Context: an optimization exercise on an open-source flow, tuned for small area, a short achievable clock period and few clock cycles. The choices shown serve that exercise and are no tape-out recipe. Only simulation tests tie the RTL to the original design; equivalence was not proved. Power is estimated from default activity; no workload was simulated.

run A:
==> flow/design.v <==
module cordic (
    input  wire        clk,
    input  wire        rst_n,
    input  wire        start,
    input  wire [15:0] x_in,
    input  wire [15:0] y_in,
    input  wire [15:0] z_in,
    output reg         done,
    output wire [15:0] x_out,
    output wire [15:0] y_out,
    output wire [15:0] z_out
);
    reg [15:0] x, y, z;
    reg        busy;
    reg [3:0]  it;            
    wire [3:0] i_x = it, i_y = it, i_z = it;
    function [15:0] add16;
        input [15:0] a, b;
        input ci;
        reg [15:0] p, g, pp, gg;
        begin
            p = a ^ b;
            g = a & b;
            gg = g; pp = p;
            gg[0] = g[0] | (p[0] & ci);
            gg[15] = gg[15] | (pp[15] & gg[14]); pp[15] = pp[15] & pp[14];
            gg[13] = gg[13] | (pp[13] & gg[12]); pp[13] = pp[13] & pp[12];
            gg[11] = gg[11] | (pp[11] & gg[10]); pp[11] = pp[11] & pp[10];
            gg[9] = gg[9] | (pp[9] & gg[8]); pp[9] = pp[9] & pp[8];
            gg[7] = gg[7] | (pp[7] & gg[6]); pp[7] = pp[7] & pp[6];
            gg[5] = gg[5] | (pp[5] & gg[4]); pp[5] = pp[5] & pp[4];
            gg[3] = gg[3] | (pp[3] & gg[2]); pp[3] = pp[3] & pp[2];
            gg[1] = gg[1] | (pp[1] & gg[0]); pp[1] = pp[1] & pp[0];
            gg[15] = gg[15] | (pp[15] & gg[13]); pp[15] = pp[15] & pp[13];
            gg[14] = gg[14] | (pp[14] & gg[13]); pp[14] = pp[14] & pp[13];
            gg[11] = gg[11] | (pp[11] & gg[9]); pp[11] = pp[11] & pp[9];
            gg[10] = gg[10] | (pp[10] & gg[9]); pp[10] = pp[10] & pp[9];
            gg[7] = gg[7] | (pp[7] & gg[5]); pp[7] = pp[7] & pp[5];
            gg[6] = gg[6] | (pp[6] & gg[5]); pp[6] = pp[6] & pp[5];
            gg[3] = gg[3] | (pp[3] & gg[1]); pp[3] = pp[3] & pp[1];
            gg[2] = gg[2] | (pp[2] & gg[1]); pp[2] = pp[2] & pp[1];
            gg[15] = gg[15] | (pp[15] & gg[11]); pp[15] = pp[15] & pp[11];
            gg[14] = gg[14] | (pp[14] & gg[11]); pp[14] = pp[14] & pp[11];
            gg[13] = gg[13] | (pp[13] & gg[11]); pp[13] = pp[13] & pp[11];
            gg[12] = gg[12] | (pp[12] & gg[11]); pp[12] = pp[12] & pp[11];
            gg[7] = gg[7] | (pp[7] & gg[3]); pp[7] = pp[7] & pp[3];
            gg[6] = gg[6] | (pp[6] & gg[3]); pp[6] = pp[6] & pp[3];
            gg[5] = gg[5] | (pp[5] & gg[3]); pp[5] = pp[5] & pp[3];
            gg[4] = gg[4] | (pp[4] & gg[3]); pp[4] = pp[4] & pp[3];
            gg[15] = gg[15] | (pp[15] & gg[7]); pp[15] = pp[15] & pp[7];
            gg[14] = gg[14] | (pp[14] & gg[7]); pp[14] = pp[14] & pp[7];
            gg[13] = gg[13] | (pp[13] & gg[7]); pp[13] = pp[13] & pp[7];
            gg[12] = gg[12] | (pp[12] & gg[7]); pp[12] = pp[12] & pp[7];
            gg[11] = gg[11] | (pp[11] & gg[7]); pp[11] = pp[11] & pp[7];
            gg[10] = gg[10] | (pp[10] & gg[7]); pp[10] = pp[10] & pp[7];
            gg[9] = gg[9] | (pp[9] & gg[7]); pp[9] = pp[9] & pp[7];
            gg[8] = gg[8] | (pp[8] & gg[7]); pp[8] = pp[8] & pp[7];
            add16 = p ^ {gg[14:0], ci};
        end
    endfunction
    function [15:0] zadd;
        input [3:0] i;
        input neg;
        begin
            case ({neg, i})
                {1'b0, 4'd0}: zadd = 16'he000;   
                {1'b1, 4'd0}: zadd = 16'h2000;   
                {1'b0, 4'd1}: zadd = 16'hed1c;   
                {1'b1, 4'd1}: zadd = 16'h12e4;   
                {1'b0, 4'd2}: zadd = 16'hf605;   
                {1'b1, 4'd2}: zadd = 16'h09fb;   
                {1'b0, 4'd3}: zadd = 16'hfaef;   
                {1'b1, 4'd3}: zadd = 16'h0511;   
                {1'b0, 4'd4}: zadd = 16'hfd75;   
                {1'b1, 4'd4}: zadd = 16'h028b;   
                {1'b0, 4'd5}: zadd = 16'hfeba;   
                {1'b1, 4'd5}: zadd = 16'h0146;   
                {1'b0, 4'd6}: zadd = 16'hff5d;   
                {1'b1, 4'd6}: zadd = 16'h00a3;   
                {1'b0, 4'd7}: zadd = 16'hffaf;   
                {1'b1, 4'd7}: zadd = 16'h0051;   
                {1'b0, 4'd8}: zadd = 16'hffd7;   
                {1'b1, 4'd8}: zadd = 16'h0029;   
                {1'b0, 4'd9}: zadd = 16'hffec;   
                {1'b1, 4'd9}: zadd = 16'h0014;   
                {1'b0, 4'd10}: zadd = 16'hfff6;   
                {1'b1, 4'd10}: zadd = 16'h000a;   
                {1'b0, 4'd11}: zadd = 16'hfffb;   
                {1'b1, 4'd11}: zadd = 16'h0005;   
                default: zadd = 16'h0000;
            endcase
        end
    endfunction
    function signed [15:0] shr;
        input signed [15:0] v;
        input [3:0] s;
        begin
            shr = v >>> s;
        end
    endfunction
    wire        neg = z[15];
    wire [15:0] xs  = shr(x, i_x);
    wire [15:0] ys  = shr(y, i_y);
    wire [15:0] xn  = add16(x, neg ? ys : ~ys, ~neg);
    wire [15:0] yn  = add16(y, neg ? ~xs : xs, neg);
    wire [15:0] zn  = add16(z, zadd(i_z, neg), 1'b0);
    always @(posedge clk) begin
        if (start) begin
            x <= x_in;
            y <= y_in;
            z <= z_in;
        end else begin
            x <= xn;
            y <= yn;
            z <= zn;
        end
    end
    always @(posedge clk) begin
        if (start) it <= 4'd0;
        else       it <= it + 4'd1;
    end
    wire last = it == 4'd11;
    always @(posedge clk or negedge rst_n) begin
        if (!rst_n) begin
            busy <= 1'b0;
            done <= 1'b0;
        end else begin
            done <= busy && last;
            if (start)     busy <= 1'b1;
            else if (last) busy <= 1'b0;
        end
    end
    assign x_out = x;
    assign y_out = y;
    assign z_out = z;
endmodule
clock: 10.0 ns
lec_check: 0
cap_margin: 20
core_margin: 2
core_utilization: 40
cts_buf_list: sky130_fd_sc_hd__clkbuf_4 sky130_fd_sc_hd__clkbuf_8
cts_cluster_diameter: 100
cts_cluster_size: 30
slew_margin: 20
standard.sh (not shown) runs the stock make flow with config.mk's settings and CLKGATE_MAP_FILE= SYNTH_SCRIPT=/design/flow/synth_recipe.tcl, a recipe that flattens the netlist after the stock synthesis.
==> flow/flow/run.sh <==
#!/bin/bash
# The standard layout with these changes:
# - synthesis is the standard script, with ABC's mapping script replaced by
#   flow/abc_map.script and without the step that maps adders to full- and
#   half-adder cells, so ABC maps the adders' logic itself (the registers are
#   mapped before ABC runs and are the standard synthesis's);
# - the port buffers are made from the smallest buffer cell;
# - timing repair aims at a setup slack of 6.2 ns;
# - clock tree synthesis adds no dummy loads.
set -euo pipefail
here=$(pwd)
{
  head -n 1 synth_recipe.tcl
  echo "proc abc {args} { set i [lsearch \$args -script]; lset args [expr {\$i + 1}] $here/flow/abc_map.script; yosys abc {*}\$args }"
  tail -n +2 synth_recipe.tcl
} > flow_synth.tcl
export BUFFER_PORTS_ARGS="-buffer_cell sky130_fd_sc_hd__buf_1"
cts_args="-sink_clustering_enable -repair_clock_nets -sink_clustering_size 30 -sink_clustering_max_diameter 100 -buf_list {sky130_fd_sc_hd__clkbuf_4 sky130_fd_sc_hd__clkbuf_8} -dont_use_dummy_load"
bash standard.sh CTS_ARGS="$cts_args" SYNTH_SCRIPT="$here/flow_synth.tcl" ADDER_MAP_FILE= SETUP_SLACK_MARGIN=6.2 finish > standard.log 2>&1
==> flow/flow/abc_map.script <==
strash
balance
rewrite
refactor
balance
rewrite
rewrite -z
balance
refactor -z
rewrite -z
balance
dch
map -a
topo
buffer -c
upsize -c
dnsize -c
Run A: done, clean on timing, DRC and antenna
Testbench counts of run A, summed over its fixed seeds: cycles 12,488.
Input-level comparison between run B and run A:
==> flow/flow/run.sh <==
#!/bin/bash
# The standard layout with three changes:
# - synthesis is the standard script, with ABC's mapping script replaced by
#   flow/abc_map.script (the registers are mapped before ABC runs, so they
#   are the standard synthesis's);
# - the port buffers are made from the smallest buffer cell;
# - timing repair aims at a setup slack of 6 ns.
set -euo pipefail
here=$(pwd)
{
  head -n 1 synth_recipe.tcl
  echo "proc abc {args} { set i [lsearch \$args -script]; lset args [expr {\$i + 1}] $here/flow/abc_map.script; yosys abc {*}\$args }"
  tail -n +2 synth_recipe.tcl
} > flow_synth.tcl
export BUFFER_PORTS_ARGS="-buffer_cell sky130_fd_sc_hd__buf_1"
bash standard.sh SYNTH_SCRIPT="$here/flow_synth.tcl" SETUP_SLACK_MARGIN=6 finish > standard.log 2>&1
==> flow/flow/abc_map.script <==
strash
dch
map -D 2500
topo
buffer -c
upsize -c -D 2500
dnsize -c -D 2500
--- outcome ---
- Compare run B and run A | ratio of final minimum period to clock period higher: run B
- Delta (run B minus run A): fraction of layout cells with a size suffix above 1 neither gained nor lost much; distinct cell type count after synthesis went down by 15.

// cordic: RTL as listed in full above, without the edits since
Settings: LEC_CHECK=0, CAP_MARGIN=20, CORE_MARGIN=2, CORE_UTILIZATION=40, CTS_BUF_LIST=sky130_fd_sc_hd__clkbuf_4 sky130_fd_sc_hd__clkbuf_8, CTS_CLUSTER_DIAMETER=100, CTS_CLUSTER_SIZE=30, SLEW_MARGIN=20; clock period 10.0 ns.
==> flow/flow/run.sh <==
#!/bin/bash
# The standard layout with these changes:
# - synthesis is the standard script, with ABC's mapping script replaced by
#   flow/abc_map.script and without the step that maps adders to full- and
#   half-adder cells, so ABC maps the adders' logic itself (the registers are
#   mapped before ABC runs and are the standard synthesis's);
# - the port buffers are made from the smallest buffer cell;
# - timing repair aims at a setup slack of 6.8 ns;
# - clock tree synthesis adds no dummy loads.
set -euo pipefail
here=$(pwd)
{
  head -n 1 synth_recipe.tcl
  echo "proc abc {args} { set i [lsearch \$args -script]; lset args [expr {\$i + 1}] $here/flow/abc_map.script; yosys abc {*}\$args }"
  tail -n +2 synth_recipe.tcl
} > flow_synth.tcl
export BUFFER_PORTS_ARGS="-buffer_cell sky130_fd_sc_hd__buf_1"
cts_args="-sink_clustering_enable -repair_clock_nets -sink_clustering_size 30 -sink_clustering_max_diameter 100 -buf_list {sky130_fd_sc_hd__clkbuf_4 sky130_fd_sc_hd__clkbuf_8} -dont_use_dummy_load"
bash standard.sh CTS_ARGS="$cts_args" SYNTH_SCRIPT="$here/flow_synth.tcl" ADDER_MAP_FILE= SETUP_SLACK_MARGIN=6.8 finish > standard.log 2>&1
==> flow/flow/abc_map.script <==
strash
balance
rewrite
refactor
balance
rewrite
rewrite -z
balance
refactor -z
rewrite -z
balance
dch
map -a
topo
buffer -c
upsize -c
dnsize -c
Testbench counts at the start, summed over its fixed seeds: cycles 12,488.
Then changed:
--- a/flow/flow/run.sh
+++ b/flow/flow/run.sh
@@ -8 +8 @@
-# - timing repair aims at a setup slack of 6.8 ns;
+# - timing repair aims at a setup slack of 6.5 ns;
@@ -18,2 +18,2 @@
-cts_args="-sink_clustering_enable -repair_clock_nets -sink_clustering_size 30 -sink_clustering_max_diameter 100 -buf_list {sky130_fd_sc_hd__clkbuf_4 sky130_fd_sc_hd__clkbuf_8} -dont_use_dummy_load"
-bash standard.sh CTS_ARGS="$cts_args" SYNTH_SCRIPT="$here/flow_synth.tcl" ADDER_MAP_FILE= SETUP_SLACK_MARGIN=6.8 finish > standard.log 2>&1
+cts_args="-sink_clustering_enable -repair_clock_nets -sink_clustering_size 20 -sink_clustering_max_diameter 60 -buf_list {sky130_fd_sc_hd__clkbuf_4 sky130_fd_sc_hd__clkbuf_8} -dont_use_dummy_load"
+bash standard.sh CTS_ARGS="$cts_args" SYNTH_SCRIPT="$here/flow_synth.tcl" ADDER_MAP_FILE= SETUP_SLACK_MARGIN=6.5 finish > standard.log 2>&1
Settings changed: CTS_CLUSTER_DIAMETER 100 to 60, CTS_CLUSTER_SIZE 30 to 20.
Critical path depth came out lower by 11.
Die area stays the same.
Via count drops by a few percent.
Register-to-register slack gets worse by 80 ps.
Wire length falls by a few percent.
Synthesized cell count is unchanged.
Then changed:
--- a/flow/flow/run.sh
+++ b/flow/flow/run.sh
@@ -18 +18 @@
-cts_args="-sink_clustering_enable -repair_clock_nets -sink_clustering_size 20 -sink_clustering_max_diameter 60 -buf_list {sky130_fd_sc_hd__clkbuf_4 sky130_fd_sc_hd__clkbuf_8} -dont_use_dummy_load"
+cts_args="-sink_clustering_enable -repair_clock_nets -sink_clustering_size 30 -sink_clustering_max_diameter 100 -buf_list {sky130_fd_sc_hd__clkbuf_4 sky130_fd_sc_hd__clkbuf_8} -dont_use_dummy_load"
--- a/flow/flow/abc_map.script
+++ b/flow/flow/abc_map.script
@@ -13 +13 @@
-map -a
+amap
Settings changed: CTS_CLUSTER_DIAMETER 60 to 100, CTS_CLUSTER_SIZE 20 to 30.
Outcome:
- utilization climbs by 4.6 points
- worst setup slack got worse by 150 ps
- synthesized area drops by a little under a tenth
- cell area climbs slightly
- non-clock buffer count climbs by 25
Then changed:
--- a/flow/flow/run.sh
+++ b/flow/flow/run.sh
@@ -18 +18 @@
-cts_args="-sink_clustering_enable -repair_clock_nets -sink_clustering_size 30 -sink_clustering_max_diameter 100 -buf_list {sky130_fd_sc_hd__clkbuf_4 sky130_fd_sc_hd__clkbuf_8} -dont_use_dummy_load"
+cts_args="-sink_clustering_enable -repair_clock_nets -sink_clustering_size 20 -sink_clustering_max_diameter 60 -buf_list {sky130_fd_sc_hd__clkbuf_4 sky130_fd_sc_hd__clkbuf_8} -dont_use_dummy_load"
--- a/flow/flow/abc_map.script
+++ b/flow/flow/abc_map.script
@@ -13 +13 @@
-amap
+map -a
Settings changed: CORE_UTILIZATION 40 to 55, CTS_CLUSTER_DIAMETER 100 to 60, CTS_CLUSTER_SIZE 30 to 20.
Effect: Utilization rose by 16 points; total power is higher by 7.3%; sequential share of layout area shrinks by 0.32 points; hold slack improves by 13 ps; worst setup slack improved by 150 ps; flip-flop and latch count does not change; maximum frequency is higher by 4.7%; clock power hardly moves; count of clock-buffer cells in the layout does not change.
Then changed:
--- a/flow/flow/run.sh
+++ b/flow/flow/run.sh
@@ -8,2 +8 @@
-# - timing repair aims at a setup slack of 6.5 ns;
-# - clock tree synthesis adds no dummy loads.
+# - timing repair aims at a setup slack of 6.5 ns.
@@ -18,2 +17 @@
-cts_args="-sink_clustering_enable -repair_clock_nets -sink_clustering_size 20 -sink_clustering_max_diameter 60 -buf_list {sky130_fd_sc_hd__clkbuf_4 sky130_fd_sc_hd__clkbuf_8} -dont_use_dummy_load"
-bash standard.sh CTS_ARGS="$cts_args" SYNTH_SCRIPT="$here/flow_synth.tcl" ADDER_MAP_FILE= SETUP_SLACK_MARGIN=6.5 finish > standard.log 2>&1
+bash standard.sh SYNTH_SCRIPT="$here/flow_synth.tcl" ADDER_MAP_FILE= SETUP_SLACK_MARGIN=6.5 finish > standard.log 2>&1
==> flow/flow/abc_map.script (replaced) <==
strash
dch
map -a
topo
buffer -c
upsize -c
dnsize -c
Settings changed: CORE_UTILIZATION 55 to 40, CTS_CLUSTER_DIAMETER 60 to 100, CTS_CLUSTER_SIZE 20 to 30.
Sequential share of layout area goes down by 0.36 points; non-clock buffer count came out lower by 15; final area rose by 0.77%; maximum frequency is about the same; routed wire length went down by 4.7%; die area rose by 43%; clock skew fell by 16 ps; worst setup slack is better by 6.0 ps; register-to-register slack barely changes; count of clock-buffer cells in the layout is unchanged; sequential cell count does not change.

RTL: the design.v shown in full above, as it stands there.
export LEC_CHECK = 0
export CAP_MARGIN = 20
export CORE_MARGIN = 2
export CORE_UTILIZATION = 40
export CTS_BUF_LIST = sky130_fd_sc_hd__clkbuf_4 sky130_fd_sc_hd__clkbuf_8
export CTS_CLUSTER_DIAMETER = 100
export CTS_CLUSTER_SIZE = 30
export SLEW_MARGIN = 20
create_clock -name core_clock -period 10.0 [get_ports {clk}]
==> flow/flow/run.sh <==
#!/bin/bash
# The standard layout with these changes:
# - synthesis is the standard script, with ABC's mapping script replaced by
#   flow/abc_map.script and without the step that maps adders to full- and
#   half-adder cells, so ABC maps the adders' logic itself (the registers are
#   mapped before ABC runs and are the standard synthesis's);
# - the port buffers are made from the smallest buffer cell;
# - timing repair aims at a setup slack of 7 ns.
set -euo pipefail
here=$(pwd)
{
  head -n 1 synth_recipe.tcl
  echo "proc abc {args} { set i [lsearch \$args -script]; lset args [expr {\$i + 1}] $here/flow/abc_map.script; yosys abc {*}\$args }"
  tail -n +2 synth_recipe.tcl
} > flow_synth.tcl
export BUFFER_PORTS_ARGS="-buffer_cell sky130_fd_sc_hd__buf_1"
bash standard.sh SYNTH_SCRIPT="$here/flow_synth.tcl" ADDER_MAP_FILE= SETUP_SLACK_MARGIN=7 finish > standard.log 2>&1
==> flow/flow/abc_map.script <==
strash
balance
rewrite
refactor
balance
rewrite
rewrite -z
balance
refactor -z
rewrite -z
balance
dch
map -a
topo
buffer -c
upsize -c
dnsize -c
The baseline went through all stages and came out clean.
Testbench counts at the start, summed over its fixed seeds: cycles 12,488.
Edit:
--- a/flow/flow/run.sh
+++ b/flow/flow/run.sh
@@ -6,5 +6,6 @@
 #   mapped before ABC runs and are the standard synthesis's);
 # - the port buffers are made from the smallest buffer cell;
-# - timing repair aims at a setup slack of 7 ns.
+# - timing repair aims at a setup slack of 6.5 ns;
+# - clock tree synthesis adds no dummy loads.
 set -euo pipefail
 here=$(pwd)
@@ -15,3 +16,4 @@
 } > flow_synth.tcl
 export BUFFER_PORTS_ARGS="-buffer_cell sky130_fd_sc_hd__buf_1"
-bash standard.sh SYNTH_SCRIPT="$here/flow_synth.tcl" ADDER_MAP_FILE= SETUP_SLACK_MARGIN=7 finish > standard.log 2>&1
+cts_args="-sink_clustering_enable -repair_clock_nets -sink_clustering_size 30 -sink_clustering_max_diameter 100 -buf_list {sky130_fd_sc_hd__clkbuf_4 sky130_fd_sc_hd__clkbuf_8} -dont_use_dummy_load"
+bash standard.sh CTS_ARGS="$cts_args" SYNTH_SCRIPT="$here/flow_synth.tcl" ADDER_MAP_FILE= SETUP_SLACK_MARGIN=6.5 finish > standard.log 2>&1
Outcome: Clock power went down by 27%. Register-to-register slack gains 80 ps. Setup slack gains 43 ps. Via count went down by about 11%. Sequential power went down by about 2%.
Edit:
==> flow/flow/abc_map.script (replaced) <==
strash
balance
rewrite
refactor
balance
rewrite
rewrite -z
balance
refactor -z
rewrite -z
balance
&get -n
&st
&dch
&nf -R 100 -p
&put
buffer -c
topo
upsize -c
dnsize -c
Outcome: Die area goes down by a few percent; clock skew goes down by 16 ps; power goes up by roughly a tenth; register-to-register slack loses 60 ps.
Edit:
==> flow/flow/abc_map.script (replaced) <==
strash
balance
rewrite
refactor
balance
rewrite
rewrite -z
balance
refactor -z
rewrite -z
balance
dch
map -a
topo
buffer -c
upsize -c
dnsize -c
- CORE_UTILIZATION: 40 -> 30
The changed run went through all stages and came out clean.
Routed wire length increases by a few percent.
Synthesized cell count rose by a quarter to a third.
Final cell count is higher by about a fifth.
Via count rises by a little under a tenth.
First-iteration DRC count came out higher by about a fifth.
Edit:
==> flow/flow/run.sh (replaced) <==
#!/bin/bash
# The standard layout with these changes:
# - synthesis is the standard script, with ABC's mapping script replaced by
#   flow/abc_map.script and without the step that maps adders to full- and
#   half-adder cells, so ABC maps the adders' logic itself (the registers are
#   mapped before ABC runs and are the standard synthesis's);
# - the port buffers are made from the smallest buffer cell;
# - timing repair aims at a setup slack of 6.5 ns.
set -euo pipefail
here=$(pwd)
{
  head -n 1 synth_recipe.tcl
  echo "proc abc {args} { set i [lsearch \$args -script]; lset args [expr {\$i + 1}] $here/flow/abc_map.script; yosys abc {*}\$args }"
  tail -n +2 synth_recipe.tcl
} > flow_synth.tcl
export BUFFER_PORTS_ARGS="-buffer_cell sky130_fd_sc_hd__buf_1"
bash standard.sh SYNTH_SCRIPT="$here/flow_synth.tcl" ADDER_MAP_FILE= SETUP_SLACK_MARGIN=6.5 finish > standard.log 2>&1
- CORE_UTILIZATION: 30 -> 40
Effect: Clock-buffer cell count is unchanged. Power came out higher by 1.7%. Routed wire length fell by 4.3%. Worst hold slack stays flat. Cell count came out lower by 3.8%. Area after synthesis does not change. Fmax came out higher by 0.66%. Worst setup slack improved by 21 ps. First-iteration DRC count shrinks by 28%. Combinational power stays flat. Global-route usage is higher by 3.8 points.

==> port drivers added, routing unchanged <==
The flow's constraints put no driver on any port. The routed layouts listed below were extracted and timed again, unchanged, in two steps. Step 1, drivers: a clkbuf_16 drives clk and a buf_2 each remaining input, both assumed. Step 2 times the ports against the registers' clock, not the clock port: input delays grow and output delays shrink by t, the midpoint of the rising clock arrivals with the driver on. a / b / c = ideal ports / drivers / drivers and shift; a / b = the first two.
run | t, ns | setup WS [ns] | hold slack, ns | worst setup path after step 2 | worst data-port slew with drivers (ns)
run A | 0.371 | 6.550 / 6.550 / 6.214 | 0.524 / 0.524 / 0.524 | input to register | 0.03
run B | 0.370 | 6.162 / 6.162 / 6.162 | 0.509 / 0.509 / 0.509 | register to register | 0.03
the first run of note 2 | 0.370 | 6.857 / 6.857 / 6.713 | 0.514 / 0.514 / 0.514 | input to register | 0.03
the second run of note 2 | 0.369 | 6.742 / 6.707 / 6.482 | 0.514 / 0.514 / 0.514 | input to register | 0.03
the third run of note 2 | 0.369 | 6.591 / 6.591 / 6.591 | 0.526 / 0.526 / 0.526 | register to register | 0.03
the fourth run of note 2 | 0.353 | 6.743 / 6.743 / 6.537 | 0.539 / 0.539 / 0.539 | input to register | 0.04
the fifth run of note 2 | 0.371 | 6.749 / 6.749 / 6.518 | 0.498 / 0.498 / 0.498 | input to register | 0.03
the first run of note 3 | 0.392 | 6.699 / 6.699 / 6.699 | 0.518 / 0.518 / 0.518 | register to register | 0.03
the second run of note 3 | 0.369 | 6.742 / 6.707 / 6.482 | 0.514 / 0.514 / 0.514 | input to register | 0.03
the third run of note 3 | 0.361 | 6.719 / 6.719 / 6.696 | 0.474 / 0.474 / 0.474 | input to register | 0.04
the fourth run of note 3 | 0.372 | 6.722 / 6.686 / 6.490 | 0.516 / 0.516 / 0.516 | input to register | 0.03
the fifth run of note 3 | 0.379 | 6.743 / 6.708 / 6.528 | 0.515 / 0.515 / 0.515 | input to register | 0.03
After both steps every run listed still meets setup and hold. The setup slack of run A, which loses most, moves by 0.000 ns with the drivers and by -0.336 ns with both steps.
